Background: an optimization exercise with open tools, aiming at small area, a short achievable clock period and few clock cycles per item. Do not read the settings as production practice. Only simulation tests tie the RTL to the original design; equivalence was not proved. Power is estimated from default activity; no workload was simulated.

## design.v

```verilog
module wallace_multi (
    input clk,
    input rst,
    input [15:0] a,
    input [15:0] b,
    output reg [31:0] p,
    output reg done
);
    wire c225;
    wire c227;
    wire c229;
    wire c231;
    wire c233;
    wire c235;
    wire c237;
    wire c239;
    wire c243;
    wire c245;
    wire c247;
    wire c251;
    wire c253;
    wire c255;
    wire c257;
    wire c261;
    wire c263;
    wire c265;
    wire c270;
    wire c273;
    wire c275;
    wire c277;
    wire c279;
    wire c284;
    wire c286;
    wire c288;
    wire c290;
    wire c292;
    wire c297;
    wire c299;
    wire c301;
    wire c303;
    wire c305;
    wire c307;
    wire c312;
    wire c314;
    wire c316;
    wire c318;
    wire c320;
    wire c325;
    wire c329;
    wire c331;
    wire c333;
    wire c335;
    wire c337;
    wire c339;
    wire c344;
    wire c347;
    wire c349;
    wire c351;
    wire c353;
    wire c355;
    wire c357;
    wire c362;
    wire c365;
    wire c367;
    wire c369;
    wire c371;
    wire c373;
    wire c375;
    wire c380;
    wire c384;
    wire c386;
    wire c388;
    wire c390;
    wire c392;
    wire c394;
    wire c396;
    wire c401;
    wire c403;
    wire c405;
    wire c407;
    wire c409;
    wire c411;
    wire c413;
    wire c418;
    wire c421;
    wire c423;
    wire c425;
    wire c427;
    wire c429;
    wire c431;
    wire c436;
    wire c439;
    wire c441;
    wire c443;
    wire c445;
    wire c447;
    wire c452;
    wire c455;
    wire c457;
    wire c459;
    wire c461;
    wire c463;
    wire c468;
    wire c471;
    wire c473;
    wire c475;
    wire c477;
    wire c482;
    wire c485;
    wire c487;
    wire c489;
    wire c491;
    wire c496;
    wire c499;
    wire c501;
    wire c503;
    wire c505;
    wire c509;
    wire c511;
    wire c513;
    wire c515;
    wire c520;
    wire c522;
    wire c524;
    wire c529;
    wire c531;
    wire c533;
    wire c538;
    wire c540;
    wire c542;
    wire c544;
    wire c546;
    wire c548;
    wire c550;
    wire n1;
    wire n2;
    wire n3;
    wire n4;
    wire n5;
    wire n6;
    wire n7;
    wire n8;
    wire n9;
    wire n10;
    wire n11;
    wire n12;
    wire n13;
    wire n14;
    wire n15;
    wire n19;
    wire n22;
    wire n24;
    wire n26;
    wire n28;
    wire n30;
    wire n32;
    wire n34;
    wire n36;
    wire n38;
    wire n40;
    wire n42;
    wire n44;
    wire n46;
    wire n48;
    wire n50;
    wire n51;
    wire n52;
    wire n55;
    wire n57;
    wire n58;
    wire n59;
    wire n60;
    wire n61;
    wire n62;
    wire n63;
    wire n64;
    wire n65;
    wire n66;
    wire n67;
    wire n68;
    wire n69;
    wire n70;
    wire n71;
    wire n72;
    wire n73;
    wire n76;
    wire n78;
    wire n79;
    wire n80;
    wire n81;
    wire n82;
    wire n83;
    wire n84;
    wire n85;
    wire n86;
    wire n87;
    wire n88;
    wire n89;
    wire n90;
    wire n91;
    wire n92;
    wire n93;
    wire n94;
    wire n97;
    wire n99;
    wire n100;
    wire n101;
    wire n102;
    wire n103;
    wire n104;
    wire n105;
    wire n106;
    wire n107;
    wire n108;
    wire n109;
    wire n110;
    wire n111;
    wire n112;
    wire n113;
    wire n114;
    wire n115;
    wire n118;
    wire n120;
    wire n121;
    wire n122;
    wire n123;
    wire n124;
    wire n125;
    wire n126;
    wire n127;
    wire n128;
    wire n129;
    wire n130;
    wire n131;
    wire n132;
    wire n133;
    wire n134;
    wire n135;
    wire n136;
    wire n139;
    wire n141;
    wire n142;
    wire n143;
    wire n144;
    wire n145;
    wire n146;
    wire n147;
    wire n148;
    wire n149;
    wire n150;
    wire n151;
    wire n152;
    wire n153;
    wire n154;
    wire n155;
    wire n156;
    wire n157;
    wire n160;
    wire n162;
    wire n163;
    wire n164;
    wire n165;
    wire n166;
    wire n167;
    wire n168;
    wire n169;
    wire n170;
    wire n171;
    wire n172;
    wire n173;
    wire n174;
    wire n175;
    wire n176;
    wire n177;
    wire n178;
    wire n181;
    wire n183;
    wire n184;
    wire n185;
    wire n186;
    wire n187;
    wire n188;
    wire n189;
    wire n190;
    wire n191;
    wire n192;
    wire n193;
    wire n194;
    wire n195;
    wire n196;
    wire n197;
    wire n198;
    wire n199;
    wire n200;
    wire n201;
    wire n202;
    wire n203;
    wire n204;
    wire n205;
    wire n206;
    wire n207;
    wire n208;
    wire n209;
    wire n210;
    wire n211;
    wire n212;
    wire n213;
    wire n214;
    wire n215;
    wire n216;
    wire n217;
    wire n218;
    wire n219;
    wire n220;
    wire n221;
    wire n222;
    wire n223;
    wire n551;
    wire n552;
    wire n553;
    wire n554;
    wire n555;
    wire n556;
    wire n559;
    wire n560;
    wire n562;
    wire n563;
    wire n564;
    wire n565;
    wire n566;
    wire n567;
    wire n568;
    wire n569;
    wire n570;
    wire n571;
    wire n572;
    wire n573;
    wire n574;
    wire n575;
    wire n578;
    wire n579;
    wire n582;
    wire n583;
    wire n586;
    wire n587;
    wire n590;
    wire n591;
    wire n592;
    wire n593;
    wire n594;
    wire n595;
    wire n596;
    wire n597;
    wire n598;
    wire n599;
    wire n600;
    wire n601;
    wire n602;
    wire n603;
    wire n604;
    wire n605;
    wire n606;
    wire n607;
    wire n608;
    wire n609;
    wire n611;
    wire n612;
    wire n615;
    wire n616;
    wire n619;
    wire n620;
    wire n623;
    wire n624;
    wire n625;
    wire n626;
    wire n627;
    wire n628;
    wire n630;
    wire n631;
    wire n632;
    wire n633;
    wire n634;
    wire n635;
    wire n636;
    wire n637;
    wire n638;
    wire n640;
    wire n641;
    wire n642;
    wire n645;
    wire n646;
    wire n647;
    wire n648;
    wire n649;
    wire n650;
    wire n651;
    wire n652;
    wire n653;
    wire n654;
    wire n655;
    wire n656;
    wire n657;
    wire n658;
    wire n659;
    wire n660;
    wire n661;
    wire n662;
    wire n663;
    wire n664;
    wire n666;
    wire n668;
    wire n669;
    wire n670;
    wire n671;
    wire n672;
    wire n673;
    wire n674;
    wire n675;
    wire n676;
    wire n678;
    wire n680;
    wire n682;
    wire n684;
    wire n687;
    wire n688;
    wire n689;
    wire n690;
    wire n692;
    wire n694;
    wire n697;
    wire n698;
    wire n699;
    wire n700;
    wire n701;
    wire n702;
    wire n703;
    wire n704;
    wire n705;
    wire n706;
    wire n709;
    wire n710;
    wire n711;
    wire n712;
    wire n713;
    wire n714;
    wire n716;
    wire n718;
    wire n719;
    wire n720;
    wire n723;
    wire n724;
    wire n727;
    wire n728;
    wire n731;
    wire n732;
    wire n733;
    wire n734;
    wire n735;
    wire n736;
    wire n737;
    wire n738;
    wire n739;
    wire n740;
    wire n741;
    wire n742;
    wire n745;
    wire n746;
    wire n747;
    wire n748;
    wire n749;
    wire n750;
    wire n751;
    wire n752;
    wire n755;
    wire n756;
    wire n759;
    wire n760;
    wire n763;
    wire n764;
    wire n767;
    wire n768;
    wire n771;
    wire n772;
    wire n775;
    wire n776;
    wire n777;
    wire n778;
    wire n779;
    wire n780;
    wire n781;
    wire n782;
    wire n783;
    wire n784;
    wire n785;
    wire n786;
    wire n787;
    wire n788;
    wire n790;
    wire n791;
    wire n792;
    wire n793;
    wire n794;
    wire n795;
    wire n796;
    wire n797;
    wire n799;
    wire n800;
    wire n802;
    wire n803;
    wire n805;
    wire n806;
    wire n808;
    wire n809;
    wire n811;
    wire n812;
    wire n814;
    reg r16;
    reg r17;
    reg r18;
    reg r20;
    reg r21;
    reg r23;
    reg r25;
    reg r27;
    reg r29;
    reg r31;
    reg r33;
    reg r35;
    reg r37;
    reg r39;
    reg r41;
    reg r43;
    reg r45;
    reg r47;
    reg r49;
    reg r53;
    reg r54;
    reg r56;
    reg r74;
    reg r75;
    reg r77;
    reg r95;
    reg r96;
    reg r98;
    reg r116;
    reg r117;
    reg r119;
    reg r137;
    reg r138;
    reg r140;
    reg r158;
    reg r159;
    reg r161;
    reg r179;
    reg r180;
    reg r182;
    reg r240;
    reg r241;
    reg r248;
    reg r249;
    reg r258;
    reg r259;
    reg r266;
    reg r267;
    reg r268;
    reg r271;
    reg r280;
    reg r281;
    reg r282;
    reg r293;
    reg r294;
    reg r295;
    reg r308;
    reg r309;
    reg r310;
    reg r321;
    reg r322;
    reg r323;
    reg r326;
    reg r327;
    reg r340;
    reg r341;
    reg r342;
    reg r345;
    reg r358;
    reg r359;
    reg r360;
    reg r363;
    reg r376;
    reg r377;
    reg r378;
    reg r381;
    reg r382;
    reg r397;
    reg r398;
    reg r399;
    reg r414;
    reg r415;
    reg r416;
    reg r419;
    reg r432;
    reg r433;
    reg r434;
    reg r437;
    reg r448;
    reg r449;
    reg r450;
    reg r453;
    reg r464;
    reg r465;
    reg r466;
    reg r469;
    reg r478;
    reg r479;
    reg r480;
    reg r483;
    reg r492;
    reg r493;
    reg r494;
    reg r497;
    reg r506;
    reg r507;
    reg r516;
    reg r517;
    reg r518;
    reg r525;
    reg r526;
    reg r527;
    reg r534;
    reg r535;
    reg r536;
    reg r557;
    reg r558;
    reg r561;
    reg r576;
    reg r577;
    reg r580;
    reg r581;
    reg r584;
    reg r585;
    reg r588;
    reg r589;
    reg r610;
    reg r613;
    reg r614;
    reg r617;
    reg r618;
    reg r621;
    reg r622;
    reg r629;
    reg r639;
    reg r643;
    reg r644;
    reg r665;
    reg r667;
    reg r677;
    reg r679;
    reg r681;
    reg r683;
    reg r685;
    reg r686;
    reg r691;
    reg r693;
    reg r695;
    reg r696;
    reg r707;
    reg r708;
    reg r715;
    reg r717;
    reg r721;
    reg r722;
    reg r725;
    reg r726;
    reg r729;
    reg r730;
    reg r743;
    reg r744;
    reg r753;
    reg r754;
    reg r757;
    reg r758;
    reg r761;
    reg r762;
    reg r765;
    reg r766;
    reg r769;
    reg r770;
    reg r773;
    reg r774;
    reg r789;
    reg r798;
    reg r801;
    reg r804;
    reg r807;
    reg r810;
    reg r813;
    reg r815;
    reg r816;
    reg r817;
    reg r818;
    reg r819;
    reg r820;
    reg r821;
    reg r822;
    reg r823;
    reg r824;
    reg r825;
    reg r826;
    reg r827;
    reg r828;
    reg r829;
    reg r830;
    wire s224;
    wire s226;
    wire s228;
    wire s230;
    wire s232;
    wire s234;
    wire s236;
    wire s238;
    wire s242;
    wire s244;
    wire s246;
    wire s250;
    wire s252;
    wire s254;
    wire s256;
    wire s260;
    wire s262;
    wire s264;
    wire s269;
    wire s272;
    wire s274;
    wire s276;
    wire s278;
    wire s283;
    wire s285;
    wire s287;
    wire s289;
    wire s291;
    wire s296;
    wire s298;
    wire s300;
    wire s302;
    wire s304;
    wire s306;
    wire s311;
    wire s313;
    wire s315;
    wire s317;
    wire s319;
    wire s324;
    wire s328;
    wire s330;
    wire s332;
    wire s334;
    wire s336;
    wire s338;
    wire s343;
    wire s346;
    wire s348;
    wire s350;
    wire s352;
    wire s354;
    wire s356;
    wire s361;
    wire s364;
    wire s366;
    wire s368;
    wire s370;
    wire s372;
    wire s374;
    wire s379;
    wire s383;
    wire s385;
    wire s387;
    wire s389;
    wire s391;
    wire s393;
    wire s395;
    wire s400;
    wire s402;
    wire s404;
    wire s406;
    wire s408;
    wire s410;
    wire s412;
    wire s417;
    wire s420;
    wire s422;
    wire s424;
    wire s426;
    wire s428;
    wire s430;
    wire s435;
    wire s438;
    wire s440;
    wire s442;
    wire s444;
    wire s446;
    wire s451;
    wire s454;
    wire s456;
    wire s458;
    wire s460;
    wire s462;
    wire s467;
    wire s470;
    wire s472;
    wire s474;
    wire s476;
    wire s481;
    wire s484;
    wire s486;
    wire s488;
    wire s490;
    wire s495;
    wire s498;
    wire s500;
    wire s502;
    wire s504;
    wire s508;
    wire s510;
    wire s512;
    wire s514;
    wire s519;
    wire s521;
    wire s523;
    wire s528;
    wire s530;
    wire s532;
    wire s537;
    wire s539;
    wire s541;
    wire s543;
    wire s545;
    wire s547;
    wire s549;
    assign n1 = b[1] & ~b[0];
    assign n2 = b[2] ^ b[1];
    assign n3 = (b[3] & ~b[2] & ~b[1]) | (~b[3] & b[2] & b[1]);
    assign n4 = b[4] ^ b[3];
    assign n5 = (b[5] & ~b[4] & ~b[3]) | (~b[5] & b[4] & b[3]);
    assign n6 = b[6] ^ b[5];
    assign n7 = (b[7] & ~b[6] & ~b[5]) | (~b[7] & b[6] & b[5]);
    assign n8 = b[8] ^ b[7];
    assign n9 = (b[9] & ~b[8] & ~b[7]) | (~b[9] & b[8] & b[7]);
    assign n10 = b[10] ^ b[9];
    assign n11 = (b[11] & ~b[10] & ~b[9]) | (~b[11] & b[10] & b[9]);
    assign n12 = b[12] ^ b[11];
    assign n13 = (b[13] & ~b[12] & ~b[11]) | (~b[13] & b[12] & b[11]);
    assign n14 = b[14] ^ b[13];
    assign n15 = (b[15] & ~b[14] & ~b[13]) | (~b[15] & b[14] & b[13]);
    always @(posedge clk) begin
        r16 <= b[0];
        r17 <= a[0];
        r18 <= b[1];
        r20 <= a[1];
        r21 <= n1;
        r23 <= a[2];
        r25 <= a[3];
        r27 <= a[4];
        r29 <= a[5];
        r31 <= a[6];
        r33 <= a[7];
        r35 <= a[8];
        r37 <= a[9];
        r39 <= a[10];
        r41 <= a[11];
        r43 <= a[12];
        r45 <= a[13];
        r47 <= a[14];
        r49 <= a[15];
        r53 <= n2;
        r54 <= b[3];
        r56 <= n3;
        r74 <= n4;
        r75 <= b[5];
        r77 <= n5;
        r95 <= n6;
        r96 <= b[7];
        r98 <= n7;
        r116 <= n8;
        r117 <= b[9];
        r119 <= n9;
        r137 <= n10;
        r138 <= b[11];
        r140 <= n11;
        r158 <= n12;
        r159 <= b[13];
        r161 <= n13;
        r179 <= n14;
        r180 <= b[15];
        r182 <= n15;
    end
    assign n19 = (r16 & r17) ^ r18;
    mbs un22 (.one(r16), .a1(r20), .two(r21), .a0(r17), .neg(r18), .x(n22));
    mbs un24 (.one(r16), .a1(r23), .two(r21), .a0(r20), .neg(r18), .x(n24));
    mbs un26 (.one(r16), .a1(r25), .two(r21), .a0(r23), .neg(r18), .x(n26));
    mbs un28 (.one(r16), .a1(r27), .two(r21), .a0(r25), .neg(r18), .x(n28));
    mbs un30 (.one(r16), .a1(r29), .two(r21), .a0(r27), .neg(r18), .x(n30));
    mbs un32 (.one(r16), .a1(r31), .two(r21), .a0(r29), .neg(r18), .x(n32));
    mbs un34 (.one(r16), .a1(r33), .two(r21), .a0(r31), .neg(r18), .x(n34));
    mbs un36 (.one(r16), .a1(r35), .two(r21), .a0(r33), .neg(r18), .x(n36));
    mbs un38 (.one(r16), .a1(r37), .two(r21), .a0(r35), .neg(r18), .x(n38));
    mbs un40 (.one(r16), .a1(r39), .two(r21), .a0(r37), .neg(r18), .x(n40));
    mbs un42 (.one(r16), .a1(r41), .two(r21), .a0(r39), .neg(r18), .x(n42));
    mbs un44 (.one(r16), .a1(r43), .two(r21), .a0(r41), .neg(r18), .x(n44));
    mbs un46 (.one(r16), .a1(r45), .two(r21), .a0(r43), .neg(r18), .x(n46));
    mbs un48 (.one(r16), .a1(r47), .two(r21), .a0(r45), .neg(r18), .x(n48));
    mbs un50 (.one(r16), .a1(r49), .two(r21), .a0(r47), .neg(r18), .x(n50));
    assign n51 = (r21 & r49) ^ r18;
    assign n52 = ~r18;
    assign n55 = (r53 & r17) ^ r54;
    mbs un57 (.one(r53), .a1(r20), .two(r56), .a0(r17), .neg(r54), .x(n57));
    mbs un58 (.one(r53), .a1(r23), .two(r56), .a0(r20), .neg(r54), .x(n58));
    mbs un59 (.one(r53), .a1(r25), .two(r56), .a0(r23), .neg(r54), .x(n59));
    mbs un60 (.one(r53), .a1(r27), .two(r56), .a0(r25), .neg(r54), .x(n60));
    mbs un61 (.one(r53), .a1(r29), .two(r56), .a0(r27), .neg(r54), .x(n61));
    mbs un62 (.one(r53), .a1(r31), .two(r56), .a0(r29), .neg(r54), .x(n62));
    mbs un63 (.one(r53), .a1(r33), .two(r56), .a0(r31), .neg(r54), .x(n63));
    mbs un64 (.one(r53), .a1(r35), .two(r56), .a0(r33), .neg(r54), .x(n64));
    mbs un65 (.one(r53), .a1(r37), .two(r56), .a0(r35), .neg(r54), .x(n65));
    mbs un66 (.one(r53), .a1(r39), .two(r56), .a0(r37), .neg(r54), .x(n66));
    mbs un67 (.one(r53), .a1(r41), .two(r56), .a0(r39), .neg(r54), .x(n67));
    mbs un68 (.one(r53), .a1(r43), .two(r56), .a0(r41), .neg(r54), .x(n68));
    mbs un69 (.one(r53), .a1(r45), .two(r56), .a0(r43), .neg(r54), .x(n69));
    mbs un70 (.one(r53), .a1(r47), .two(r56), .a0(r45), .neg(r54), .x(n70));
    mbs un71 (.one(r53), .a1(r49), .two(r56), .a0(r47), .neg(r54), .x(n71));
    assign n72 = (r56 & r49) ^ r54;
    assign n73 = ~r54;
    assign n76 = (r74 & r17) ^ r75;
    mbs un78 (.one(r74), .a1(r20), .two(r77), .a0(r17), .neg(r75), .x(n78));
    mbs un79 (.one(r74), .a1(r23), .two(r77), .a0(r20), .neg(r75), .x(n79));
    mbs un80 (.one(r74), .a1(r25), .two(r77), .a0(r23), .neg(r75), .x(n80));
    mbs un81 (.one(r74), .a1(r27), .two(r77), .a0(r25), .neg(r75), .x(n81));
    mbs un82 (.one(r74), .a1(r29), .two(r77), .a0(r27), .neg(r75), .x(n82));
    mbs un83 (.one(r74), .a1(r31), .two(r77), .a0(r29), .neg(r75), .x(n83));
    mbs un84 (.one(r74), .a1(r33), .two(r77), .a0(r31), .neg(r75), .x(n84));
    mbs un85 (.one(r74), .a1(r35), .two(r77), .a0(r33), .neg(r75), .x(n85));
    mbs un86 (.one(r74), .a1(r37), .two(r77), .a0(r35), .neg(r75), .x(n86));
    mbs un87 (.one(r74), .a1(r39), .two(r77), .a0(r37), .neg(r75), .x(n87));
    mbs un88 (.one(r74), .a1(r41), .two(r77), .a0(r39), .neg(r75), .x(n88));
    mbs un89 (.one(r74), .a1(r43), .two(r77), .a0(r41), .neg(r75), .x(n89));
    mbs un90 (.one(r74), .a1(r45), .two(r77), .a0(r43), .neg(r75), .x(n90));
    mbs un91 (.one(r74), .a1(r47), .two(r77), .a0(r45), .neg(r75), .x(n91));
    mbs un92 (.one(r74), .a1(r49), .two(r77), .a0(r47), .neg(r75), .x(n92));
    assign n93 = (r77 & r49) ^ r75;
    assign n94 = ~r75;
    assign n97 = (r95 & r17) ^ r96;
    mbs un99 (.one(r95), .a1(r20), .two(r98), .a0(r17), .neg(r96), .x(n99));
    mbs un100 (.one(r95), .a1(r23), .two(r98), .a0(r20), .neg(r96), .x(n100));
    mbs un101 (.one(r95), .a1(r25), .two(r98), .a0(r23), .neg(r96), .x(n101));
    mbs un102 (.one(r95), .a1(r27), .two(r98), .a0(r25), .neg(r96), .x(n102));
    mbs un103 (.one(r95), .a1(r29), .two(r98), .a0(r27), .neg(r96), .x(n103));
    mbs un104 (.one(r95), .a1(r31), .two(r98), .a0(r29), .neg(r96), .x(n104));
    mbs un105 (.one(r95), .a1(r33), .two(r98), .a0(r31), .neg(r96), .x(n105));
    mbs un106 (.one(r95), .a1(r35), .two(r98), .a0(r33), .neg(r96), .x(n106));
    mbs un107 (.one(r95), .a1(r37), .two(r98), .a0(r35), .neg(r96), .x(n107));
    mbs un108 (.one(r95), .a1(r39), .two(r98), .a0(r37), .neg(r96), .x(n108));
    mbs un109 (.one(r95), .a1(r41), .two(r98), .a0(r39), .neg(r96), .x(n109));
    mbs un110 (.one(r95), .a1(r43), .two(r98), .a0(r41), .neg(r96), .x(n110));
    mbs un111 (.one(r95), .a1(r45), .two(r98), .a0(r43), .neg(r96), .x(n111));
    mbs un112 (.one(r95), .a1(r47), .two(r98), .a0(r45), .neg(r96), .x(n112));
    mbs un113 (.one(r95), .a1(r49), .two(r98), .a0(r47), .neg(r96), .x(n113));
    assign n114 = (r98 & r49) ^ r96;
    assign n115 = ~r96;
    assign n118 = (r116 & r17) ^ r117;
    mbs un120 (.one(r116), .a1(r20), .two(r119), .a0(r17), .neg(r117), .x(n120));
    mbs un121 (.one(r116), .a1(r23), .two(r119), .a0(r20), .neg(r117), .x(n121));
    mbs un122 (.one(r116), .a1(r25), .two(r119), .a0(r23), .neg(r117), .x(n122));
    mbs un123 (.one(r116), .a1(r27), .two(r119), .a0(r25), .neg(r117), .x(n123));
    mbs un124 (.one(r116), .a1(r29), .two(r119), .a0(r27), .neg(r117), .x(n124));
    mbs un125 (.one(r116), .a1(r31), .two(r119), .a0(r29), .neg(r117), .x(n125));
    mbs un126 (.one(r116), .a1(r33), .two(r119), .a0(r31), .neg(r117), .x(n126));
    mbs un127 (.one(r116), .a1(r35), .two(r119), .a0(r33), .neg(r117), .x(n127));
    mbs un128 (.one(r116), .a1(r37), .two(r119), .a0(r35), .neg(r117), .x(n128));
    mbs un129 (.one(r116), .a1(r39), .two(r119), .a0(r37), .neg(r117), .x(n129));
    mbs un130 (.one(r116), .a1(r41), .two(r119), .a0(r39), .neg(r117), .x(n130));
    mbs un131 (.one(r116), .a1(r43), .two(r119), .a0(r41), .neg(r117), .x(n131));
    mbs un132 (.one(r116), .a1(r45), .two(r119), .a0(r43), .neg(r117), .x(n132));
    mbs un133 (.one(r116), .a1(r47), .two(r119), .a0(r45), .neg(r117), .x(n133));
    mbs un134 (.one(r116), .a1(r49), .two(r119), .a0(r47), .neg(r117), .x(n134));
    assign n135 = (r119 & r49) ^ r117;
    assign n136 = ~r117;
    assign n139 = (r137 & r17) ^ r138;
    mbs un141 (.one(r137), .a1(r20), .two(r140), .a0(r17), .neg(r138), .x(n141));
    mbs un142 (.one(r137), .a1(r23), .two(r140), .a0(r20), .neg(r138), .x(n142));
    mbs un143 (.one(r137), .a1(r25), .two(r140), .a0(r23), .neg(r138), .x(n143));
    mbs un144 (.one(r137), .a1(r27), .two(r140), .a0(r25), .neg(r138), .x(n144));
    mbs un145 (.one(r137), .a1(r29), .two(r140), .a0(r27), .neg(r138), .x(n145));
    mbs un146 (.one(r137), .a1(r31), .two(r140), .a0(r29), .neg(r138), .x(n146));
    mbs un147 (.one(r137), .a1(r33), .two(r140), .a0(r31), .neg(r138), .x(n147));
    mbs un148 (.one(r137), .a1(r35), .two(r140), .a0(r33), .neg(r138), .x(n148));
    mbs un149 (.one(r137), .a1(r37), .two(r140), .a0(r35), .neg(r138), .x(n149));
    mbs un150 (.one(r137), .a1(r39), .two(r140), .a0(r37), .neg(r138), .x(n150));
    mbs un151 (.one(r137), .a1(r41), .two(r140), .a0(r39), .neg(r138), .x(n151));
    mbs un152 (.one(r137), .a1(r43), .two(r140), .a0(r41), .neg(r138), .x(n152));
    mbs un153 (.one(r137), .a1(r45), .two(r140), .a0(r43), .neg(r138), .x(n153));
    mbs un154 (.one(r137), .a1(r47), .two(r140), .a0(r45), .neg(r138), .x(n154));
    mbs un155 (.one(r137), .a1(r49), .two(r140), .a0(r47), .neg(r138), .x(n155));
    assign n156 = (r140 & r49) ^ r138;
    assign n157 = ~r138;
    assign n160 = (r158 & r17) ^ r159;
    mbs un162 (.one(r158), .a1(r20), .two(r161), .a0(r17), .neg(r159), .x(n162));
    mbs un163 (.one(r158), .a1(r23), .two(r161), .a0(r20), .neg(r159), .x(n163));
    mbs un164 (.one(r158), .a1(r25), .two(r161), .a0(r23), .neg(r159), .x(n164));
    mbs un165 (.one(r158), .a1(r27), .two(r161), .a0(r25), .neg(r159), .x(n165));
    mbs un166 (.one(r158), .a1(r29), .two(r161), .a0(r27), .neg(r159), .x(n166));
    mbs un167 (.one(r158), .a1(r31), .two(r161), .a0(r29), .neg(r159), .x(n167));
    mbs un168 (.one(r158), .a1(r33), .two(r161), .a0(r31), .neg(r159), .x(n168));
    mbs un169 (.one(r158), .a1(r35), .two(r161), .a0(r33), .neg(r159), .x(n169));
    mbs un170 (.one(r158), .a1(r37), .two(r161), .a0(r35), .neg(r159), .x(n170));
    mbs un171 (.one(r158), .a1(r39), .two(r161), .a0(r37), .neg(r159), .x(n171));
    mbs un172 (.one(r158), .a1(r41), .two(r161), .a0(r39), .neg(r159), .x(n172));
    mbs un173 (.one(r158), .a1(r43), .two(r161), .a0(r41), .neg(r159), .x(n173));
    mbs un174 (.one(r158), .a1(r45), .two(r161), .a0(r43), .neg(r159), .x(n174));
    mbs un175 (.one(r158), .a1(r47), .two(r161), .a0(r45), .neg(r159), .x(n175));
    mbs un176 (.one(r158), .a1(r49), .two(r161), .a0(r47), .neg(r159), .x(n176));
    assign n177 = (r161 & r49) ^ r159;
    assign n178 = ~r159;
    assign n181 = (r179 & r17) ^ r180;
    mbs un183 (.one(r179), .a1(r20), .two(r182), .a0(r17), .neg(r180), .x(n183));
    mbs un184 (.one(r179), .a1(r23), .two(r182), .a0(r20), .neg(r180), .x(n184));
    mbs un185 (.one(r179), .a1(r25), .two(r182), .a0(r23), .neg(r180), .x(n185));
    mbs un186 (.one(r179), .a1(r27), .two(r182), .a0(r25), .neg(r180), .x(n186));
    mbs un187 (.one(r179), .a1(r29), .two(r182), .a0(r27), .neg(r180), .x(n187));
    mbs un188 (.one(r179), .a1(r31), .two(r182), .a0(r29), .neg(r180), .x(n188));
    mbs un189 (.one(r179), .a1(r33), .two(r182), .a0(r31), .neg(r180), .x(n189));
    mbs un190 (.one(r179), .a1(r35), .two(r182), .a0(r33), .neg(r180), .x(n190));
    mbs un191 (.one(r179), .a1(r37), .two(r182), .a0(r35), .neg(r180), .x(n191));
    mbs un192 (.one(r179), .a1(r39), .two(r182), .a0(r37), .neg(r180), .x(n192));
    mbs un193 (.one(r179), .a1(r41), .two(r182), .a0(r39), .neg(r180), .x(n193));
    mbs un194 (.one(r179), .a1(r43), .two(r182), .a0(r41), .neg(r180), .x(n194));
    mbs un195 (.one(r179), .a1(r45), .two(r182), .a0(r43), .neg(r180), .x(n195));
    mbs un196 (.one(r179), .a1(r47), .two(r182), .a0(r45), .neg(r180), .x(n196));
    mbs un197 (.one(r179), .a1(r49), .two(r182), .a0(r47), .neg(r180), .x(n197));
    assign n198 = (r182 & r49) ^ r180;
    assign n199 = ~r180;
    assign n200 = r180 & r17;
    assign n201 = r180 & r20;
    assign n202 = r180 & r23;
    assign n203 = r180 & r25;
    assign n204 = r180 & r27;
    assign n205 = r180 & r29;
    assign n206 = r180 & r31;
    assign n207 = r180 & r33;
    assign n208 = r180 & r35;
    assign n209 = r180 & r37;
    assign n210 = r180 & r39;
    assign n211 = r180 & r41;
    assign n212 = r180 & r43;
    assign n213 = r180 & r45;
    assign n214 = r180 & r47;
    assign n215 = r180 & r49;
    assign n216 = ~n201;
    assign n217 = ~n201;
    assign n218 = ~n204;
    assign n219 = ~n206;
    assign n220 = ~n208;
    assign n221 = ~n210;
    assign n222 = ~n212;
    assign n223 = ~n214;
    mha us224 (.a(r54), .b(n24), .s(s224), .co(c225));
    mha us226 (.a(n26), .b(n57), .s(s226), .co(c227));
    mfa us228 (.a(r75), .b(n28), .c(n58), .s(s228), .co(c229));
    mha us230 (.a(n76), .b(c227), .s(s230), .co(c231));
    mfa us232 (.a(n30), .b(n59), .c(n78), .s(s232), .co(c233));
    mfa us234 (.a(c229), .b(s232), .c(c231), .s(s234), .co(c235));
    mfa us236 (.a(r96), .b(n32), .c(n60), .s(s236), .co(c237));
    mfa us238 (.a(n79), .b(n97), .c(c233), .s(s238), .co(c239));
    mfa us244 (.a(n34), .b(n61), .c(n80), .s(s244), .co(c245));
    mfa us246 (.a(n99), .b(c237), .c(s244), .s(s246), .co(c247));
    mfa us252 (.a(r117), .b(n36), .c(n62), .s(s252), .co(c253));
    mfa us254 (.a(n81), .b(n100), .c(n118), .s(s254), .co(c255));
    mfa us256 (.a(c245), .b(s252), .c(s254), .s(s256), .co(c257));
    mfa us262 (.a(n38), .b(n63), .c(n82), .s(s262), .co(c263));
    mfa us264 (.a(n101), .b(n120), .c(c253), .s(s264), .co(c265));
    mfa us274 (.a(r138), .b(n40), .c(n64), .s(s274), .co(c275));
    mfa us276 (.a(n83), .b(n102), .c(n121), .s(s276), .co(c277));
    mfa us278 (.a(n139), .b(c263), .c(s274), .s(s278), .co(c279));
    mfa us287 (.a(n42), .b(n65), .c(n84), .s(s287), .co(c288));
    mfa us289 (.a(n103), .b(n122), .c(n141), .s(s289), .co(c290));
    mfa us291 (.a(c275), .b(c277), .c(s287), .s(s291), .co(c292));
    mfa us300 (.a(r159), .b(n44), .c(n66), .s(s300), .co(c301));
    mfa us302 (.a(n85), .b(n104), .c(n123), .s(s302), .co(c303));
    mfa us304 (.a(n142), .b(n160), .c(c288), .s(s304), .co(c305));
    mfa us306 (.a(c290), .b(s300), .c(s302), .s(s306), .co(c307));
    mfa us315 (.a(n46), .b(n67), .c(n86), .s(s315), .co(c316));
    mfa us317 (.a(n105), .b(n124), .c(n143), .s(s317), .co(c318));
    mfa us319 (.a(n162), .b(c301), .c(c303), .s(s319), .co(c320));
    mfa us332 (.a(r180), .b(n48), .c(n68), .s(s332), .co(c333));
    mfa us334 (.a(n87), .b(n106), .c(n125), .s(s334), .co(c335));
    mfa us336 (.a(n144), .b(n163), .c(n181), .s(s336), .co(c337));
    mfa us338 (.a(c316), .b(c318), .c(s332), .s(s338), .co(c339));
    mfa us350 (.a(n50), .b(n69), .c(n88), .s(s350), .co(c351));
    mfa us352 (.a(n107), .b(n126), .c(n145), .s(s352), .co(c353));
    mfa us354 (.a(n164), .b(n183), .c(c333), .s(s354), .co(c355));
    mfa us356 (.a(c335), .b(c337), .c(s350), .s(s356), .co(c357));
    mfa us368 (.a(n200), .b(n51), .c(n70), .s(s368), .co(c369));
    mfa us370 (.a(n89), .b(n108), .c(n127), .s(s370), .co(c371));
    mfa us372 (.a(n146), .b(n165), .c(n184), .s(s372), .co(c373));
    mfa us374 (.a(c351), .b(c353), .c(s368), .s(s374), .co(c375));
    mfa us387 (.a(n52), .b(n216), .c(n71), .s(s387), .co(c388));
    mfa us389 (.a(n90), .b(n109), .c(n128), .s(s389), .co(c390));
    mfa us391 (.a(n147), .b(n166), .c(n185), .s(s391), .co(c392));
    mfa us393 (.a(c369), .b(c371), .c(c373), .s(s393), .co(c394));
    mfa us395 (.a(s387), .b(s389), .c(s391), .s(s395), .co(c396));
    mfa us404 (.a(n202), .b(n217), .c(n72), .s(s404), .co(c405));
    mfa us406 (.a(n91), .b(n110), .c(n129), .s(s406), .co(c407));
    mfa us408 (.a(n148), .b(n167), .c(n186), .s(s408), .co(c409));
    mfa us410 (.a(c388), .b(c390), .c(c392), .s(s410), .co(c411));
    mfa us412 (.a(s404), .b(s406), .c(s408), .s(s412), .co(c413));
    mfa us422 (.a(n73), .b(n203), .c(n201), .s(s422), .co(c423));
    mfa us424 (.a(n92), .b(n111), .c(n130), .s(s424), .co(c425));
    mfa us426 (.a(n149), .b(n168), .c(n187), .s(s426), .co(c427));
    mfa us428 (.a(s422), .b(c405), .c(c407), .s(s428), .co(c429));
    mfa us430 (.a(c409), .b(s424), .c(s426), .s(s430), .co(c431));
    mfa us440 (.a(n218), .b(n93), .c(n112), .s(s440), .co(c441));
    mfa us442 (.a(n131), .b(n150), .c(n169), .s(s442), .co(c443));
    mfa us444 (.a(n188), .b(c423), .c(c425), .s(s444), .co(c445));
    mfa us446 (.a(c427), .b(s440), .c(s442), .s(s446), .co(c447));
    mfa us456 (.a(n94), .b(n205), .c(n204), .s(s456), .co(c457));
    mfa us458 (.a(n113), .b(n132), .c(n151), .s(s458), .co(c459));
    mfa us460 (.a(n170), .b(n189), .c(s456), .s(s460), .co(c461));
    mfa us462 (.a(c441), .b(c443), .c(s458), .s(s462), .co(c463));
    mfa us472 (.a(n219), .b(n114), .c(n133), .s(s472), .co(c473));
    mfa us474 (.a(n152), .b(n171), .c(n190), .s(s474), .co(c475));
    mfa us476 (.a(c457), .b(c459), .c(s472), .s(s476), .co(c477));
    mfa us486 (.a(n115), .b(n207), .c(n206), .s(s486), .co(c487));
    mfa us488 (.a(n134), .b(n153), .c(n172), .s(s488), .co(c489));
    mfa us490 (.a(n191), .b(s486), .c(c473), .s(s490), .co(c491));
    mfa us500 (.a(n220), .b(n135), .c(n154), .s(s500), .co(c501));
    mfa us502 (.a(n173), .b(n192), .c(c487), .s(s502), .co(c503));
    mfa us504 (.a(c489), .b(s500), .c(s502), .s(s504), .co(c505));
    mfa us510 (.a(n136), .b(n209), .c(n208), .s(s510), .co(c511));
    mfa us512 (.a(n155), .b(n174), .c(n193), .s(s512), .co(c513));
    mfa us514 (.a(s510), .b(c501), .c(s512), .s(s514), .co(c515));
    mfa us521 (.a(n221), .b(n156), .c(n175), .s(s521), .co(c522));
    mfa us523 (.a(n194), .b(c511), .c(c513), .s(s523), .co(c524));
    mfa us530 (.a(n157), .b(n211), .c(n210), .s(s530), .co(c531));
    mfa us532 (.a(n176), .b(n195), .c(s530), .s(s532), .co(c533));
    mfa us539 (.a(n222), .b(n177), .c(n196), .s(s539), .co(c540));
    mfa us541 (.a(c531), .b(s539), .c(c533), .s(s541), .co(c542));
    mfa us543 (.a(n178), .b(n213), .c(n212), .s(s543), .co(c544));
    mfa us545 (.a(n197), .b(s543), .c(c540), .s(s545), .co(c546));
    mfa us547 (.a(n223), .b(n198), .c(c544), .s(s547), .co(c548));
    mfa us549 (.a(n199), .b(n215), .c(n214), .s(s549), .co(c550));
    assign n551 = n19 & r18;
    assign n552 = n19 ^ r18;
    assign n553 = n55 & s224;
    assign n554 = n55 ^ s224;
    assign n555 = c225 & s226;
    assign n556 = c225 ^ s226;
    assign n625 = n22 & n551;
    assign n626 = n22 & n552;
    assign n627 = n555 | (n556 & n553);
    assign n628 = n556 & n554;
    assign n659 = n627 | (n628 & n625);
    assign n660 = n628 & n626;
    assign n733 = n553 | (n554 & n625);
    assign n734 = n554 & n626;
    assign n777 = n22 ^ n551;
    assign n778 = n554 ^ n625;
    assign n779 = n556 ^ n733;
    always @(posedge clk) begin
        r240 <= s236;
        r241 <= s238;
        r248 <= c239;
        r249 <= s246;
        r258 <= c247;
        r259 <= s256;
        r266 <= c255;
        r267 <= s262;
        r268 <= c257;
        r271 <= s264;
        r280 <= s276;
        r281 <= c265;
        r282 <= s278;
        r293 <= s289;
        r294 <= c279;
        r295 <= s291;
        r308 <= c292;
        r309 <= s304;
        r310 <= s306;
        r321 <= s315;
        r322 <= s317;
        r323 <= c305;
        r326 <= c307;
        r327 <= s319;
        r340 <= s334;
        r341 <= s336;
        r342 <= c320;
        r345 <= s338;
        r358 <= s352;
        r359 <= c339;
        r360 <= s354;
        r363 <= s356;
        r376 <= s370;
        r377 <= s372;
        r378 <= c355;
        r381 <= c357;
        r382 <= s374;
        r397 <= c375;
        r398 <= s393;
        r399 <= s395;
        r414 <= c394;
        r415 <= c396;
        r416 <= s410;
        r419 <= s412;
        r432 <= c411;
        r433 <= c413;
        r434 <= s428;
        r437 <= s430;
        r448 <= c429;
        r449 <= c431;
        r450 <= s444;
        r453 <= s446;
        r464 <= s460;
        r465 <= c445;
        r466 <= c447;
        r469 <= s462;
        r478 <= s474;
        r479 <= c461;
        r480 <= c463;
        r483 <= s476;
        r492 <= c475;
        r493 <= s488;
        r494 <= c477;
        r497 <= s490;
        r506 <= c491;
        r507 <= s504;
        r516 <= c503;
        r517 <= s514;
        r518 <= c505;
        r525 <= s521;
        r526 <= c515;
        r527 <= s523;
        r534 <= c522;
        r535 <= s532;
        r536 <= c524;
        r557 <= s228;
        r558 <= s230;
        r561 <= c235;
        r610 <= s541;
        r613 <= c542;
        r614 <= s545;
        r617 <= c546;
        r618 <= s547;
        r621 <= c548;
        r622 <= s549;
        r629 <= s234;
        r677 <= n659;
        r679 <= n660;
        r815 <= n552;
        r817 <= n777;
        r819 <= n778;
        r821 <= n779;
    end
    mha us242 (.a(r240), .b(r241), .s(s242), .co(c243));
    mha us250 (.a(r248), .b(r249), .s(s250), .co(c251));
    mha us260 (.a(r258), .b(r259), .s(s260), .co(c261));
    mfa us269 (.a(r266), .b(r267), .c(r268), .s(s269), .co(c270));
    mha us272 (.a(r271), .b(c261), .s(s272), .co(c273));
    mfa us283 (.a(r280), .b(r281), .c(r282), .s(s283), .co(c284));
    mfa us285 (.a(c270), .b(s283), .c(c273), .s(s285), .co(c286));
    mfa us296 (.a(r293), .b(r294), .c(r295), .s(s296), .co(c297));
    mha us298 (.a(c284), .b(s296), .s(s298), .co(c299));
    mfa us311 (.a(r308), .b(r309), .c(r310), .s(s311), .co(c312));
    mha us313 (.a(c297), .b(s311), .s(s313), .co(c314));
    mfa us324 (.a(r321), .b(r322), .c(r323), .s(s324), .co(c325));
    mfa us328 (.a(r326), .b(r327), .c(c312), .s(s328), .co(c329));
    mha us330 (.a(s324), .b(c314), .s(s330), .co(c331));
    mfa us343 (.a(r340), .b(r341), .c(r342), .s(s343), .co(c344));
    mfa us346 (.a(r345), .b(c325), .c(s343), .s(s346), .co(c347));
    mfa us348 (.a(c329), .b(s346), .c(c331), .s(s348), .co(c349));
    mfa us361 (.a(r358), .b(r359), .c(r360), .s(s361), .co(c362));
    mfa us364 (.a(r363), .b(c344), .c(s361), .s(s364), .co(c365));
    mha us366 (.a(c347), .b(s364), .s(s366), .co(c367));
    mfa us379 (.a(r376), .b(r377), .c(r378), .s(s379), .co(c380));
    mfa us383 (.a(r381), .b(r382), .c(c362), .s(s383), .co(c384));
    mfa us385 (.a(s379), .b(c365), .c(s383), .s(s385), .co(c386));
    mfa us400 (.a(r397), .b(r398), .c(r399), .s(s400), .co(c401));
    mfa us402 (.a(c380), .b(s400), .c(c384), .s(s402), .co(c403));
    mfa us417 (.a(r414), .b(r415), .c(r416), .s(s417), .co(c418));
    mfa us420 (.a(r419), .b(c401), .c(s417), .s(s420), .co(c421));
    mfa us435 (.a(r432), .b(r433), .c(r434), .s(s435), .co(c436));
    mfa us438 (.a(r437), .b(c418), .c(s435), .s(s438), .co(c439));
    mfa us451 (.a(r448), .b(r449), .c(r450), .s(s451), .co(c452));
    mfa us454 (.a(r453), .b(c436), .c(s451), .s(s454), .co(c455));
    mfa us467 (.a(r464), .b(r465), .c(r466), .s(s467), .co(c468));
    mfa us470 (.a(r469), .b(c452), .c(s467), .s(s470), .co(c471));
    mfa us481 (.a(r478), .b(r479), .c(r480), .s(s481), .co(c482));
    mfa us484 (.a(r483), .b(c468), .c(s481), .s(s484), .co(c485));
    mfa us495 (.a(r492), .b(r493), .c(r494), .s(s495), .co(c496));
    mfa us498 (.a(r497), .b(c482), .c(s495), .s(s498), .co(c499));
    mfa us508 (.a(r506), .b(r507), .c(c496), .s(s508), .co(c509));
    mfa us519 (.a(r516), .b(r517), .c(r518), .s(s519), .co(c520));
    mfa us528 (.a(r525), .b(r526), .c(r527), .s(s528), .co(c529));
    mfa us537 (.a(r534), .b(r535), .c(r536), .s(s537), .co(c538));
    assign n559 = r557 & r558;
    assign n560 = r557 ^ r558;
    assign n562 = r561 & s242;
    assign n563 = r561 ^ s242;
    assign n564 = c243 & s250;
    assign n565 = c243 ^ s250;
    assign n566 = c251 & s260;
    assign n567 = c251 ^ s260;
    assign n568 = s269 & s272;
    assign n569 = s269 ^ s272;
    assign n570 = c286 & s298;
    assign n571 = c286 ^ s298;
    assign n572 = c299 & s313;
    assign n573 = c299 ^ s313;
    assign n574 = s328 & s330;
    assign n575 = s328 ^ s330;
    assign n592 = c421 & s438;
    assign n593 = c421 ^ s438;
    assign n594 = c439 & s454;
    assign n595 = c439 ^ s454;
    assign n596 = c455 & s470;
    assign n597 = c455 ^ s470;
    assign n598 = c471 & s484;
    assign n599 = c471 ^ s484;
    assign n600 = c485 & s498;
    assign n601 = c485 ^ s498;
    assign n602 = c499 & s508;
    assign n603 = c499 ^ s508;
    assign n604 = c509 & s519;
    assign n605 = c509 ^ s519;
    assign n606 = c520 & s528;
    assign n607 = c520 ^ s528;
    assign n608 = c529 & s537;
    assign n609 = c529 ^ s537;
    assign n611 = c538 & r610;
    assign n612 = c538 ^ r610;
    assign n615 = r613 & r614;
    assign n616 = r613 ^ r614;
    assign n619 = r617 & r618;
    assign n620 = r617 ^ r618;
    assign n623 = r621 & r622;
    assign n624 = r621 ^ r622;
    assign n630 = r629 & n559;
    assign n631 = r629 & n560;
    assign n632 = n564 | (n565 & n562);
    assign n633 = n565 & n563;
    assign n634 = n568 | (n569 & n566);
    assign n635 = n569 & n567;
    assign n636 = n571 & s285;
    assign n637 = n574 | (n575 & n572);
    assign n638 = n575 & n573;
    assign n647 = n596 | (n597 & n594);
    assign n648 = n597 & n595;
    assign n649 = n600 | (n601 & n598);
    assign n650 = n601 & n599;
    assign n651 = n604 | (n605 & n602);
    assign n652 = n605 & n603;
    assign n653 = n608 | (n609 & n606);
    assign n654 = n609 & n607;
    assign n655 = n615 | (n616 & n611);
    assign n656 = n616 & n612;
    assign n657 = n623 | (n624 & n619);
    assign n658 = n624 & n620;
    assign n661 = n632 | (n633 & n630);
    assign n662 = n633 & n631;
    assign n663 = n570 | (n636 & n634);
    assign n664 = n636 & n635;
    assign n671 = n649 | (n650 & n647);
    assign n672 = n650 & n648;
    assign n673 = n653 | (n654 & n651);
    assign n674 = n654 & n652;
    assign n675 = n657 | (n658 & n655);
    assign n676 = n658 & n656;
    assign n678 = n661 | (n662 & r677);
    assign n680 = n662 & r679;
    assign n689 = n675 | (n676 & n673);
    assign n690 = n676 & n674;
    assign n703 = n663 | (n664 & n678);
    assign n704 = n664 & n680;
    assign n711 = n630 | (n631 & r677);
    assign n712 = n631 & r679;
    assign n713 = n634 | (n635 & n678);
    assign n714 = n635 & n680;
    assign n735 = n559 | (n560 & r677);
    assign n736 = n560 & r679;
    assign n737 = n562 | (n563 & n711);
    assign n738 = n563 & n712;
    assign n739 = n566 | (n567 & n678);
    assign n740 = n567 & n680;
    assign n741 = s285 & n713;
    assign n742 = s285 & n714;
    assign n780 = n560 ^ r677;
    assign n781 = r629 ^ n735;
    assign n782 = n563 ^ n711;
    assign n783 = n565 ^ n737;
    assign n784 = n567 ^ n678;
    assign n785 = n569 ^ n739;
    assign n786 = s285 ^ n713;
    assign n787 = n571 ^ n741;
    always @(posedge clk) begin
        r576 <= c349;
        r577 <= s366;
        r580 <= c367;
        r581 <= s385;
        r584 <= c386;
        r585 <= s402;
        r588 <= c403;
        r589 <= s420;
        r639 <= s348;
        r643 <= n592;
        r644 <= n593;
        r665 <= n637;
        r667 <= n638;
        r681 <= n663;
        r683 <= n664;
        r685 <= n671;
        r686 <= n672;
        r691 <= n678;
        r693 <= n680;
        r695 <= n689;
        r696 <= n690;
        r707 <= n673;
        r708 <= n674;
        r715 <= n703;
        r717 <= n704;
        r721 <= n647;
        r722 <= n648;
        r725 <= n651;
        r726 <= n652;
        r729 <= n655;
        r730 <= n656;
        r743 <= n572;
        r744 <= n573;
        r753 <= n594;
        r754 <= n595;
        r757 <= n598;
        r758 <= n599;
        r761 <= n602;
        r762 <= n603;
        r765 <= n606;
        r766 <= n607;
        r769 <= n611;
        r770 <= n612;
        r773 <= n619;
        r774 <= n620;
        r789 <= n575;
        r798 <= n597;
        r801 <= n601;
        r804 <= n605;
        r807 <= n609;
        r810 <= n616;
        r813 <= n624;
        r816 <= r815;
        r818 <= r817;
        r820 <= r819;
        r822 <= r821;
        r823 <= n780;
        r824 <= n781;
        r825 <= n782;
        r826 <= n783;
        r827 <= n784;
        r828 <= n785;
        r829 <= n786;
        r830 <= n787;
    end
    assign n578 = r576 & r577;
    assign n579 = r576 ^ r577;
    assign n582 = r580 & r581;
    assign n583 = r580 ^ r581;
    assign n586 = r584 & r585;
    assign n587 = r584 ^ r585;
    assign n590 = r588 & r589;
    assign n591 = r588 ^ r589;
    assign n640 = n579 & r639;
    assign n641 = n586 | (n587 & n582);
    assign n642 = n587 & n583;
    assign n645 = r643 | (r644 & n590);
    assign n646 = r644 & n591;
    assign n666 = n578 | (n640 & r665);
    assign n668 = n640 & r667;
    assign n669 = n645 | (n646 & n641);
    assign n670 = n646 & n642;
    assign n682 = n666 | (n668 & r681);
    assign n684 = n668 & r683;
    assign n687 = r685 | (r686 & n669);
    assign n688 = r686 & n670;
    assign n692 = n682 | (n684 & r691);
    assign n694 = n684 & r693;
    assign n697 = r695 | (r696 & n687);
    assign n698 = r696 & n688;
    assign n699 = n697 | (n698 & n692);
    assign n700 = n698 & n694;
    assign n701 = n687 | (n688 & n692);
    assign n702 = n688 & n694;
    assign n705 = n669 | (n670 & n692);
    assign n706 = n670 & n694;
    assign n709 = r707 | (r708 & n701);
    assign n710 = r708 & n702;
    assign n716 = r665 | (r667 & r715);
    assign n718 = r667 & r717;
    assign n719 = n641 | (n642 & n692);
    assign n720 = n642 & n694;
    assign n723 = r721 | (r722 & n705);
    assign n724 = r722 & n706;
    assign n727 = r725 | (r726 & n701);
    assign n728 = r726 & n702;
    assign n731 = r729 | (r730 & n709);
    assign n732 = r730 & n710;
    assign n745 = r743 | (r744 & r715);
    assign n746 = r744 & r717;
    assign n747 = r639 & n716;
    assign n748 = r639 & n718;
    assign n749 = n582 | (n583 & n692);
    assign n750 = n583 & n694;
    assign n751 = n590 | (n591 & n719);
    assign n752 = n591 & n720;
    assign n755 = r753 | (r754 & n705);
    assign n756 = r754 & n706;
    assign n759 = r757 | (r758 & n723);
    assign n760 = r758 & n724;
    assign n763 = r761 | (r762 & n701);
    assign n764 = r762 & n702;
    assign n767 = r765 | (r766 & n727);
    assign n768 = r766 & n728;
    assign n771 = r769 | (r770 & n709);
    assign n772 = r770 & n710;
    assign n775 = r773 | (r774 & n731);
    assign n776 = r774 & n732;
    assign n788 = r744 ^ r715;
    assign n790 = r789 ^ n745;
    assign n791 = r639 ^ n716;
    assign n792 = n579 ^ n747;
    assign n793 = n583 ^ n692;
    assign n794 = n587 ^ n749;
    assign n795 = n591 ^ n719;
    assign n796 = r644 ^ n751;
    assign n797 = r754 ^ n705;
    assign n799 = r798 ^ n755;
    assign n800 = r758 ^ n723;
    assign n802 = r801 ^ n759;
    assign n803 = r762 ^ n701;
    assign n805 = r804 ^ n763;
    assign n806 = r766 ^ n727;
    assign n808 = r807 ^ n767;
    assign n809 = r770 ^ n709;
    assign n811 = r810 ^ n771;
    assign n812 = r774 ^ n731;
    assign n814 = r813 ^ n775;
    always @(posedge clk) p <= {n814, n812, n811, n809, n808, n806, n805, n803, n802, n800, n799, n797, n796, n795, n794, n793, n792, n791, n790, n788, r830, r829, r828, r827, r826, r825, r824, r823, r822, r820, r818, r816};
    reg [2:0] v;
    always @(posedge clk or negedge rst) begin
        if (!rst) begin
            v <= 3'b0;
            done <= 1'b0;
        end else begin
            v <= {v[1:0], 1'b1};
            done <= v[2];
        end
    end
endmodule
module mfa (input a, input b, input c, output s, output co);
    assign s = a ^ b ^ c;
    assign co = (a & b) | (a & c) | (b & c);
endmodule
module mha (input a, input b, output s, output co);
    assign s = a ^ b;
    assign co = a & b;
endmodule
module mbs (input one, input a1, input two, input a0, input neg, output x);
    wire m;
    ma22o u0 (.a(one), .b(a1), .c(two), .d(a0), .y(m));
    mxor u1 (.a(m), .b(neg), .y(x));
endmodule
module ma22o (input a, input b, input c, input d, output y);
    assign y = (a & b) | (c & d);
endmodule
module mxor (input a, input b, output y);
    assign y = a ^ b;
endmodule
```

## flow/run.sh

```bash
#!/bin/bash
set -euo pipefail
export BUFFER_PORTS_ARGS="-buffer_cell sky130_fd_sc_hd__buf_1"
bash standard.sh finish > orfs_make.log 2>&1
```

## standard.sh

```bash
#!/bin/bash
# synth_recipe.tcl (not shown) runs the flow's synth.tcl, then flattens the netlist and writes it again
# the make line also repeats each setting of config.mk as NAME=value (left out here)
make -C /OpenROAD-flow-scripts/flow DESIGN_CONFIG=/design/flow/config.mk WORK_HOME=/design/flow/orfs CLKGATE_MAP_FILE= SYNTH_SCRIPT=/design/flow/synth_recipe.tcl "${@:-finish}"
```

## config.mk

```make
export PLATFORM = sky130hd
export DESIGN_NAME = wallace_multi
export DESIGN_NICKNAME = wallace_multi
export VERILOG_FILES = /design/flow/design.v
export SDC_FILE = /design/flow/constraint.sdc
export NUM_CORES = 4
export LEC_CHECK = 0
export CAP_MARGIN = 20
export CORE_MARGIN = 2
export CORE_UTILIZATION = 40
export CTS_BUF_LIST = sky130_fd_sc_hd__clkbuf_8
export CTS_CLUSTER_DIAMETER = 80
export CTS_CLUSTER_SIZE = 16
export SETUP_SLACK_MARGIN = 2.0
export SLEW_MARGIN = 20
export SYNTH_HIERARCHICAL = 1
```

## constraint.sdc

```tcl
create_clock -name core_clock -period 4.0 [get_ports {clk}]
set_input_delay 0.8000 -clock core_clock [delete_from_list [all_inputs] [get_ports {clk}]]
set_output_delay 0.8000 -clock core_clock [all_outputs]
set_load 0.01 [all_outputs]
```

==> results of run 1 <==
[stage by stage]
step | hold WS [ns] | total power [W] | cell area, um2
finish | 0.0689 | 0.00938 | 13100
global route | 0.0631 | 0.0104 | 13100
floorplan | 0.310 | 0.00634 | 10900
global placement | 0.311 | 0.00747 | 11500
CTS | 0.0453 | 0.00924 | 12400
detailed placement | 0.312 | 0.00753 | 11500
[worst max path at each step]
stage	start	to	slack [ns]	cells after the start
after floorplan	r180$_DFF_P_	r507$_DFF_P_	1.73	7
after global placement	r39$_DFF_P_	r610$_DFF_P_	1.56	5
after detailed placement	r39$_DFF_P_	r610$_DFF_P_	1.54	5
after CTS	r464$_DFF_P_	r685$_DFF_P_	1.84	6
after global routing	r464$_DFF_P_	r685$_DFF_P_	1.77	6
final	r464$_DFF_P_	r685$_DFF_P_	1.82	6
[report_power, final]
group / internal, W / switching, W / leakage, nW
clock network: 0.000439 / 0.000728 / 0.165
registers: 0.00324 / 0.000507 / 1.94
logic: 0.00233 / 0.00214 / 3.46
total: 0.00601 / 0.00337 / 5.57
[metal layers]
layer | global-route usage (%) | vias to the layer above
li1 | - | 3099
met1 | 24.4 | 3373
met2 | 27.5 | 280
met3 | 2.62 | 40
met4 | 4.61 | 0
met5 | 0 | -
[logic make-up (layout without fill, tap and decap cells)]
logic type                 Yosys count  in the layout  synth area share (%)
buffers and inverters               26            189                 0.902
xor gates and xnor gates           159            159                  12.9
other                                1              1                0.0347
adders and majority gates          169            169                  27.9
AOI/OAI and AO/OA                  162            162                  12.6
DFF                                227            227                  42.2
and+or+nand+nor                     73             73                  3.51
[Yosys stat by module (local to each module, per instance), a selection]
module / area (um2) / flip-flops and latches / times used
wallace_multi: 6280 / 227 / 1
mfa: 20.0 / 0 / 115
mha: 12.5 / 0 / 11
ma22o: 8.76 / 0 / 120
mxor: 8.76 / 0 / 120
[cell usage in the layout (no fill, tap or decap), types with 22 or more instances in the layout]
| cell type | instances |
|---|---|
| dfxtp_1 | 174 |
| fa_1 | 104 |
| xor2_1 | 124 |
| buf_1 | 66 |
| dfxtp_4 | 40 |
| buf_4 | 52 |
| ha_1 | 31 |
| xnor2_1 | 22 |
| a22o_1 | 119 |
| nand2_1 | 22 |
| inv_1 | 25 |
[area by class of cell]
type / instances / area [um2]
clock buffer: 19 / 262
fill: 2367 / 13600
multi-input combinational: 564 / 6580
timing repair buffer: 142 / 1010
clock inverter: 6 / 30.0
sequential: 227 / 4730
inverter: 22 / 82.6
tap: 341 / 427
[repair_timing]
| action | in CTS | in global routing |
|---|---|---|
| gates resized for setup | 109 | 64 |
| endpoints found under the hold margin | 0 | 0 |
| endpoints found under the setup margin | 85 | 40 |
| pin swaps | 26 | 30 |
| hold buffers | 0 | 0 |
| buffers inserted | 31 | 45 |
==> flow_summary.toml, run 1 <==
[status]
status = "complete, no violations"

[clock_network]
clockRootBuffer = "clkbuf_8"
clkTransAtPathRegs_ns = 0.10
cts_tree = "yes"
cts_made_buffers = 18
clk_latency_ns = 0.53
clockBufferDepth = 3
htree_levels = 1
clock_sink_count = 227

[floorplan]
die_w_um = 168
io_pins = 67
chipHeight_um = 168
coreArea_um2 = 26700
dieArea_um2 = 28400
start_util_pct = 40.5
rows = 60

[layout]
largest_reg_flops = 32
reg_top3 = "p x32, v x3"
area_growth_pct = 21.3
drive_above_1_share_pct = 22.0
largest-register = "p"
utilization_pct = 49.1
diodes = 0
nNetsFinal = 1178
final_cells = 1321

[route]
drt_iter0_markers = 446
antenna_left = 0
wl_met3_mm = 1.88
drtPass1Iterations = 5
num_vias = 6792
wl_met2_mm = 11.9
remaining_drc_errors = 0
vias_per_cell = 5.14
wl_per_cell_um = 19.3
drt_wl_total_mm = 25.4
wl_met1_mm = 11.2
top_layer_used = "met4"

[pwr]
vdd_drop_max_uv = 452
leakagePower_nw = 5.57
p_per_area_nw_per_um2 = 715

[placed_design]
place_congestion = 0.842
post-place-cells = 1220
port-buffer-count = 66
hpwl_mm = 15.3
pre_cts_slack_ns = 1.54

[run]
drv_cap = 0

[timing]
fmax_mhz = 459
finClkSkew_ns = 0.0141
setup_ws_ns = 1.82
hold_violations = 0
rsz0062_at_grt = "yes"
final-setup-viol-count = 0
min_period_over_period_pct = 54.4
fin_crit_ns = 2.18
totalNegativeSetupSlack_ns = 0
drv_slew = 0

[setup_path]
worst-path-max-fanout = 2
arrival_ns = 2.61
rrSetupSlack_ns = 1.82
critical_path_class = "register to register"
startpoint_type = "register"
slowest_delay_ns = 0.55
r2r-start = "r464$_DFF_P_"
worstPathRequired_ns = 4.44
r2r-end = "r685$_DFF_P_"
cpMaxStageDelayCell = "fa_1"
r2r_cells = 6
cp_num_buf_inv = 0
critical-path-top-delay-family = "adder cells"
end_kind = "register"
cp_common_cell = "a21o_1"
worstPathCellList = "fa_1, fa_1, ha_4, a21o_1, a21o_1, a21o_1"

[logic_synthesis]
synth_nets = 1020
synth-edff-count = 0
yosys.cell_count.top_type = "dfxtp_1"
synth_area_um2 = 10800
async_flop_share_pct = 1.76
synth.distinct_cells = 30
synth_top_area_share_pct = 41.3
netlist_top_cells_area = "dfxtp_1, fa_1, xor2_1"
ys.flop_type = "dfxtp_1"
avgSynthCellArea_um2 = 13.2
syn_inst = 817
yosys.area.top_type = "dfxtp_1"
yosys_warnings = 7
ys_ff_latch = 227
synth_common_cells = "dfxtp_1, xor2_1, fa_1, a22o_1, ha_1"
seq_area_frac_synth_pct = 42.2

[min_path]
hold_class = "primary input to async pin"

[global_route]
grt_max_degree = 20
grt_usage_pct = 17.2
grt_pass1_vias = 7003
grt.overflow.total = 0
antenna_found_initial = 0
grt_pass1_wl_mm = 38.4
Testbench counts, summed over its fixed seeds: cycles 16,024, items 16,000.
==> run 2: changes to the inputs <==
--- a/config.mk
+++ b/config.mk
@@ -9,3 +9,3 @@
 export CORE_MARGIN = 2
-export CORE_UTILIZATION = 40
+export CORE_UTILIZATION = 50
 export CTS_BUF_LIST = sky130_fd_sc_hd__clkbuf_8
@@ -13,3 +13,3 @@
 export CTS_CLUSTER_SIZE = 16
-export SETUP_SLACK_MARGIN = 2.0
+export SETUP_SLACK_MARGIN = 1.9
 export SLEW_MARGIN = 20
==> run 2 against run 1 <==
Via count down 2.7%. Cell area is 7.0% lower. Setup slack worse by 0.023 ns. Count of clock-buffer cells in the layout unchanged. Final cell count is 9.2% lower. Clock power about the same. Global-route usage grew 4.7 points. Area after synthesis is the same. Critical path type unchanged.
==> flow_summary.toml, run 2 <==
[logic_synthesis]
async_flop_share_pct = 1.76
netlist_top_cells_area = "dfxtp_1, fa_1, xor2_1"
yosys_warnings = 7
yosys.area.top_type = "dfxtp_1"
synth_top_area_share_pct = 41.3
synth.distinct_cells = 30
synth_nets = 1020
yosys.cell_count.top_type = "dfxtp_1"
syn_inst = 817
ys_ff_latch = 227
synth_area_um2 = 10800
synth_common_cells = "dfxtp_1, xor2_1, fa_1, a22o_1, ha_1"
synth-edff-count = 0
avgSynthCellArea_um2 = 13.2
ys.flop_type = "dfxtp_1"
seq_area_frac_synth_pct = 42.2

[setup_path]
end_kind = "register"
worstPathCellList = "fa_1, fa_1, ha_4, a21o_1, a21o_1, a21o_1"
cp_common_cell = "a21o_1"
critical_path_class = "register to register"
rrSetupSlack_ns = 1.80
slowest_delay_ns = 0.56
worstPathRequired_ns = 4.42
worst-path-max-fanout = 3
cp_num_buf_inv = 0
cpMaxStageDelayCell = "fa_1"
startpoint_type = "register"
critical-path-top-delay-family = "adder cells"
arrival_ns = 2.62

[route]
drtPass1Iterations = 5
drt_iter0_markers = 320
drt_wl_total_mm = 23.6
antenna_left = 0
remaining_drc_errors = 0
wl_per_cell_um = 19.7
num_vias = 6609
vias_per_cell = 5.51

[clock_network]
cts_hold_buf = 0
htree_levels = 1
cts_tree = "yes"
clock_sink_count = 227
cts_made_buffers = 18
clk_latency_ns = 0.54
clockRootBuffer = "clkbuf_8"
clkTransAtPathRegs_ns = 0.10
clockBufferDepth = 3

[run]
drv_cap = 0

[layout]
final-seq-area_um2 = 4720
final_cell_mix = "dfxtp_1, xor2_1, a22o_1"
reg_top3 = "p x32, v x3"
multi_input_area_um2 = 6310
fillerInstances = 1744
final_area_um2 = 12200
drive_above_1_share_pct = 12.3
nNetsFinal = 1124
largest_reg_flops = 32
area_growth_pct = 12.8
largest-register = "p"
diodes = 0
final_common_cell = "dfxtp_1"

[timing]
rsz0062_at_grt = "yes"
fmax_mhz = 455
finClkSkew_ns = 0.0353
drv_slew = 0
hold_violations = 0
slew-limit-headroom_pct = 62.8
worst_pin_slew_ns = 0.557
min_period_over_period_pct = 55.0
totalNegativeSetupSlack_ns = 0
fin_crit_ns = 2.20
final-setup-viol-count = 0

[pwr]
swShare_pct = 36.0
p_sw_w = 0.00318
pwr-share-clk_pct = 13.0
p_comb_share_pct = 44.2
p_per_area_nw_per_um2 = 724
leakagePower_nw = 5.22
vdd_drop_max_uv = 435
pwr-share-seq_pct = 42.8
power.internal_w = 0.00566

[placed_design]
placed_cell_area_um2 = 11400
port-buffer-count = 66
place_congestion = 0.860
hpwl_mm = 15.8

[global_route]
grt.overflow.total = 0
grt_use_met3_pct = 3.55
grt_usage_pct = 21.8
grt_pass1_wl_mm = 38.5
grt_use_met2_pct = 35.8
grt.busiest_layer = "met2"
grt_util_met1_pct = 30.2
antenna_found_initial = 0
grt_pass1_vias = 7110
grt_max_degree = 20

[floorplan]
rows = 53
io_pins = 67
die_w_um = 151
dieArea_um2 = 22800
start_util_pct = 51.2
coreArea_um2 = 21200
chipHeight_um = 151

[status]
status = "complete, no violations"

[min_path]
hold_class = "primary input to async pin"
-- run 2: changes by cell type in the layout (fill, tap and decap cells not counted), sizes merged --
cell,previous run,this run
clkinv,3,1
buf,141,88
clkbuf,20,19
-- run 2: cell families after synthesis --
logic type	share of synthesized area (%)
AO/OA/AOI/OAI	12.6
XOR/XNOR	12.9
adder cells (fa/ha/maj)	27.9
buffers and inverters	0.902
flip-flops	42.2
other	0.0347
AND/OR/NAND/NOR	3.51
-- run 2: power by group through the flow --
| stage | clock [W] | combinational [W] | sequential (W) |
|---|---|---|---|
| CTS | 0.00120 | 0.00384 | 0.00378 |
| global placement | 0 | 0.00355 | 0.00380 |
| floorplan | 0 | 0.00255 | 0.00376 |
| detailed placement | 0 | 0.00366 | 0.00383 |
| global route | 0.00129 | 0.00462 | 0.00389 |
| finish | 0.00115 | 0.00390 | 0.00378 |
-- run 2: stage by stage --
step	hold slack (ns)	util [%]	setup slack (ns)	cells	total power (W)
after floorplan	0.310	-	1.73	817	0.00631
after global placement	0.310	54.0	1.62	1155	0.00735
after detailed placement	0.312	54.0	1.54	1155	0.00749
after CTS	0.0567	56.6	1.78	1191	0.00883
after global routing	0.0674	57.7	1.73	1199	0.00980
final	0.0818	57.7	1.80	1199	0.00884
-- run 2: worst paths after layout --
| kind | from | end | depth (start not counted) |
|---|---|---|---|
| setup / recovery | r464$_DFF_P_ | r685$_DFF_P_ | 6 |
| hold / removal | rst | done$_DFF_PN0_ | 1 |
| setup reg to reg | r464$_DFF_P_ | r685$_DFF_P_ | 6 |
| hold reg to reg | r823$_DFF_P_ | p[4]$_DFF_P_ | 0 |
| max in group asynchronous | rst | v[0]$_DFF_PN0_ | 1 |
| min in group core_clock | r823$_DFF_P_ | p[4]$_DFF_P_ | 0 |
-- run 2: metal layers --
metal	routed length, um	part of all wire (%)
met2	11200	47
met4	459	1.9
met3	1590	6.7
met5	0	0
met1	10400	44
-- run 2: worst reg2reg max path, stage by stage, from the launching register on --
cell	delay, ns
dfxtp_1	0.33
fa_1	0.56
fa_1	0.45
ha_4	0.24
a21o_1	0.17
a21o_1	0.17
a21o_1	0.18
-- run 2: repair_timing --
action                     in CTS  in global routing
pin swaps                       8                 13
setup endpoints to repair      80                 39
gates resized for setup        60                 42
setup buffers                  13                  8
-- run 2: cell type report --
cell class | instances | share of cell area (%)
Timing Repair Buffer | 88 | 3.75
Tap cell | 275 | 2.82
Inverter | 22 | 0.677
Clock buffer | 19 | 2.14
Clock inverter | 4 | 0.195
Multi-Input combinational cell | 564 | 51.7
Sequential cell | 227 | 38.7
-- run 2: Yosys stat by module (local to each module, per instance), excerpt --
module         flip-flops and latches  cells
wallace_multi                     227    451
mfa                                 0      1
mha                                 0      1
ma22o                               0      1
mxor                                0      1

==> re-timing with driven ports <==
How much do the figures lean on ideal ports? The routed layouts below were timed once more, with nothing changed but the port constraints. Step 1: set_driving_cell puts a clkbuf_16 on clk and a buf_2 on each other input, an assumption about the parent block. Step 2 also shifts input and output timing later by t, the mid clock arrival at the registers, as if the neighbouring blocks saw the same clock. Slacks: ideal / step 1 / step 2; pairs: ideal / step 1.
run | t, ns | setup slack, ns | worst setup path at the end
run 1 | 0.570 | 1.823 / 1.823 / 1.823 | register to register
run 2 | 0.561 | 1.800 / 1.800 / 1.800 | register to register
After both steps every run listed still meets setup and hold.
